From an optimization exercise on the open Yosys and OpenROAD flow, aimed at small area, a short achievable clock period and few clock cycles; shortcuts taken in it are not production practice. No activity file was given, so power comes from the tool's default toggle rates.

==> flow/design.v <==
module algo_3_final (
    input  wire        clk,
    input  wire        reset,       
    input  wire        trigger,     
    input  wire        pix_valid,
    input  wire [7:0]  pix_data,
    output wire        pix_ready,
    input  wire [10:0] data_ram_i,
    output wire [10:0] data_ram_o,
    output wire [10:0] addr_ram,
    output wire        we,
    input  wire [13:0] data_ram_energia_i,
    output wire [13:0] data_ram_energia_o,
    output wire [10:0] addr_ram_energia,
    input  wire [5:0]  data_ram_cantidad_i,
    output wire [5:0]  data_ram_cantidad_o,
    output wire [10:0] addr_ram_cantidad,
    output wire        fin_signal
);
  localparam integer PIXELS  = 7081;
  localparam integer RING    = 99;     
  localparam integer DLY     = 92;     
  function [6:0] step7(input [6:0] x);
    step7 = {x[5:0], x[6] ^ x[5]};
  endfunction
  function [12:0] step13(input [12:0] x);
    step13 = {x[11:0], x[12] ^ x[3] ^ x[2] ^ x[0]};
  endfunction
  function [6:0] after7(input integer n);
    integer k;
    begin
      after7 = 7'd1;
      for (k = 0; k < n; k = k + 1) after7 = step7(after7);
    end
  endfunction
  function [12:0] after13(input integer n);
    integer k;
    begin
      after13 = 13'd1;
      for (k = 0; k < n; k = k + 1) after13 = step13(after13);
    end
  endfunction
  localparam [6:0]  COL95  = after7(94);         
  localparam [6:0]  COL97  = after7(96);
  localparam [6:0]  RINGE  = after7(RING - 1);   
  localparam [6:0]  WPTRE  = after7(DLY - 1);    
  localparam [12:0] REM1   = after13(PIXELS - 1);  
  reg  restart;
  always @(posedge clk) restart <= !reset || trigger;
  reg        fin, rdy, we_r;
  reg [12:0] rem;         
  reg        open;        
  reg [7:0]  vb;          
  reg        vb_valid;
  reg [1:0]  st;          
  reg        fwr;         
  reg        clr;         
  reg [10:0] a_e;
  reg [13:0] d_e;
  reg [5:0]  d_c;
  reg [10:0] label_r;     
  reg [10:0] lab2;        
  reg        lab1z, lab2z;
  reg [10:0] R1;          
  reg        R1z;
  reg [10:0] PP;          
  reg        PPz;
  reg [10:0] M3;          
  reg        M3z;
  reg [10:0] q0, q1, q2;  
  reg        q0z, q1z, q2z;
  reg [1:0]  qn;          
  reg        cap, cap_ok;
  reg [6:0]  wptr;        
  reg        filled;
  reg [6:0]  col;         
  reg        mL;          
  reg        mURn;        
  reg [6:0]  ring;        
  reg        i1;          
  reg [10:0] nxt;         
  reg        wrapped;
  reg [11:0] cf;          
  assign pix_ready           = rdy && !restart;
  assign we                  = we_r;
  assign fin_signal          = fin && !restart;
  assign data_ram_o          = label_r;
  assign addr_ram            = {4'd0, wptr & {7{fwr}}};    
  assign addr_ram_energia    = a_e;
  assign addr_ram_cantidad   = a_e;
  assign data_ram_energia_o  = d_e;
  assign data_ram_cantidad_o = d_c;
  wire accept = pix_valid && rdy;    
  wire can    = (st == 2'd0) || (st == 2'd3);
  wire proc   = vb_valid && can;
  wire        vnz   = |vb;
  wire [10:0] lft   = i1 ? lab2 : label_r;
  wire        gt1   = label_r > M3;
  wire        gt2   = lab2 > M3;
  wire        gt    = !mL && (i1 ? gt2 : gt1);
  wire        lftz  = mL | (i1 ? lab2z : lab1z);
  wire        allz  = lftz & M3z;
  wire        selmx = vnz & !allz;
  wire        selnx = vnz & allz;
  wire [10:0] lab   = (selmx & gt) ? lft :
                      selmx ? M3 : (selnx ? nxt : 11'd0);
  wire        labz  = !vnz | (allz & (nxt == 11'd0));
  wire        op_new = vnz & allz & !wrapped;
  wire        op_rmw = vnz & !labz & !op_new;
  wire        p_new  = proc & op_new;
  wire        p_rmw  = proc & op_rmw;
  wire        alloc  = proc & vnz & allz;
  wire [10:0] sm  = mURn ? 11'd0 : q0;
  wire        smz = mURn | q0z;
  wire [10:0] m3n = (PP < sm) ? sm : PP;
  wire        m3z = PPz & smz;
  wire [10:0] r1m = mURn ? 11'd0 : R1;
  wire        r1mz = mURn | R1z;
  wire [10:0] ppn = (r1m < q0) ? q0 : r1m;
  wire        ppz = r1mz & q0z;
  wire [10:0] din  = cap_ok ? data_ram_i : 11'd0;
  wire        dinz = (din == 11'd0);
  wire        eqr   = (cf == {1'b0, nxt});
  wire [1:0]  st_n  = p_rmw ? 2'd1 : (st == 2'd1) ? 2'd2 : (st == 2'd2) ? 2'd3 : 2'd0;
  wire        cfinc = clr | (alloc & eqr);
  wire [11:0] cf_p1 = cf + 12'd1;
  wire [11:0] cf_n  = cfinc ? cf_p1 : cf;
  wire        cfd_n = cf[11] | (&cf[10:0] & cfinc);    
  wire        fin_n = fin | (!open && !vb_valid && can && cfd_n);
  wire        we_n  = !fin_n && (st_n != 2'd1);
  wire        lab_n = p_new | p_rmw;              
  wire        lbr_n = (st == 2'd2);               
  wire        fwr_n = (proc & !op_rmw) | (st == 2'd1);
  wire        vbv_n = accept | (vb_valid & !proc);
  wire        open_n = open & !(accept & (rem == REM1));
  wire        clr_n = we_n & !lab_n & !lbr_n & (st_n != 2'd2) & !cfd_n;
  always @(posedge clk) begin
    if (restart) begin
      fin <= 1'b0; rdy <= 1'b1;
      rem <= 13'd1; open <= 1'b1;
      vb_valid <= 1'b0;
      st <= 2'd0; fwr <= 1'b0; clr <= 1'b0;
      R1 <= 11'd0; R1z <= 1'b1; PP <= 11'd0; PPz <= 1'b1; M3 <= 11'd0; M3z <= 1'b1;
      q0 <= 11'd0; q1 <= 11'd0; q2 <= 11'd0; q0z <= 1'b1; q1z <= 1'b1; q2z <= 1'b1;
      qn <= 2'd3; cap <= 1'b0;
      wptr <= 7'd1; filled <= 1'b0;
      col <= 7'd1; mL <= 1'b1; mURn <= 1'b0;
      ring <= 7'd1; i1 <= 1'b1;
      nxt <= 11'd1; wrapped <= 1'b0; cf <= 12'd1;
    end else begin
      if (accept) rem <= step13(rem);
      vb_valid <= vbv_n;
      open     <= open_n;
      rdy      <= open_n && (!vbv_n || st_n == 2'd0 || st_n == 2'd3);
      fin      <= fin_n;
      st       <= st_n;
      cf       <= cf_n;
      clr      <= clr_n;
      fwr <= fwr_n;
      if (fwr) begin
        if (wptr == WPTRE) begin wptr <= 7'd1; filled <= 1'b1; end
        else wptr <= step7(wptr);
      end
      cap <= fwr;
      qn  <= qn + {1'b0, cap} - {1'b0, proc};
      if (proc) begin
        q0 <= q1; q0z <= q1z;
        q1 <= q2; q1z <= q2z;
      end
      if (cap) begin
        if (qn == {1'b0, proc}) begin q0 <= din; q0z <= dinz; end
        if (qn == 2'd1 + {1'b0, proc}) begin q1 <= din; q1z <= dinz; end
        if (qn == 2'd2 + {1'b0, proc}) begin q2 <= din; q2z <= dinz; end
      end
      if (proc) begin
        R1 <= q0; R1z <= q0z;
        PP <= ppn; PPz <= ppz;
        M3 <= m3n; M3z <= m3z;
        col  <= (col == COL97) ? 7'd1 : step7(col);
        mL   <= (col == COL97);
        mURn <= (col == COL95);
        ring <= (ring == RINGE) ? 7'd1 : step7(ring);
        i1   <= (ring == RINGE);
        if (alloc) begin
          nxt <= nxt + 11'd1;
          if (nxt == 11'd2047) wrapped <= 1'b1;
        end
      end
    end
  end
  always @(posedge clk) begin
    if (accept) vb <= pix_data;
    we_r   <= we_n;
    cap_ok <= filled;
    a_e    <= lab_n ? lab : (lbr_n ? label_r : cf_n[10:0]);
    if (lab_n) begin
      d_e <= {6'd0, vb};
      d_c <= 6'd1;
    end else if (st == 2'd2) begin
      d_e <= data_ram_energia_i + d_e;
      d_c <= data_ram_cantidad_i + 6'd1;
    end else if (st != 2'd1) begin
      d_e <= 14'd0;
      d_c <= 6'd0;
    end
    if (proc) begin
      label_r <= lab; lab1z <= labz;
      lab2 <= label_r; lab2z <= lab1z;
    end
  end
endmodule
Settings: LEC_CHECK=0, ABC_AREA=1, CAP_MARGIN=20, CORE_MARGIN=2, CORE_UTILIZATION=40, SETUP_SLACK_MARGIN=3.3, SLEW_MARGIN=20; clock period 5.5 ns.
run.sh (not shown) runs the stock make flow with config.mk's settings and CLKGATE_MAP_FILE= SYNTH_SCRIPT=/design/flow/synth_recipe.tcl, a recipe that flattens the netlist after the stock synthesis.
The first run passed the timing, DRC and antenna checks.
Then changed:
Settings changed: ABC_AREA 1 to default, SETUP_SLACK_MARGIN 3.3 to 3.0.
What happened:
- final cell count went down by 18%
- fmax went down by 10%
- hold slack got worse by 0.039 ns
- via count went down by 14%
- sequential cell count does not change
- worst setup slack got worse by 0.26 ns
- combinational power went down by 13%
- sequential share of layout area went up by 2.0 points
- utilization went down by 1.6 points
Then changed:
Settings changed: ABC_AREA from default to 1.
The changed run finished clean; worst hold slack gets better by 0.027 ns; final cell count is higher by 18%; synthesized area is higher by 4.4%; global-route usage is lower by 0.48 points; core utilization is lower by 3.2 points; sequential cell count does not change.
Then changed:
Settings changed: CAP_MARGIN 20 to 0, SLEW_MARGIN 20 to 0.
What happened:
- synthesized cell count stays the same
- core utilization is higher by 0.68 points
- count of clock-buffer cells in the layout is higher by 1
- first-iteration DRC count is lower by 6.6%
- clock skew barely changes
- final cell count is higher by 0.40%
- design area is higher by 1.4%
- maximum frequency is higher by 0.49%
No run of this note included a check of the RTL's function; only the layout flow was run.

## afterwards: timing with drivers on the ports
In the flow no input, the clock included, has a driving cell. The finished layouts below were timed again as built, in two steps. Step 1 sets driving cells, clkbuf_16 on the clock port and buf_2 on the other inputs (assumed; they add their load-dependent delay and slew). Step 2 also shifts input and output timing later by t, the mid clock arrival at the registers, as if the neighbouring blocks saw the same clock. Slacks: no drivers / after step 1 / after step 2; pairs: no drivers / after step 1.
run	t, ns	setup slack, ns	latest minus earliest clock arrival (ns)	worst slew at a driven data input, ns	pins driven straight from the clock port
the first run	0.567	3.210 / 3.161 / 2.817	0.011 / 0.011	0.05	1
the second run	0.566	2.954 / 2.954 / 2.450	0.028 / 0.028	0.06	1
the third run	0.560	3.035 / 2.989 / 2.547	0.018 / 0.018	0.06	1
the fourth run	0.564	3.047 / 3.000 / 2.536	0.019 / 0.019	0.06	1
After both steps every run listed still meets setup and hold. For the fourth run, which loses most, drivers alone change the setup slack by -0.047 ns; drivers and shift together by -0.511 ns.
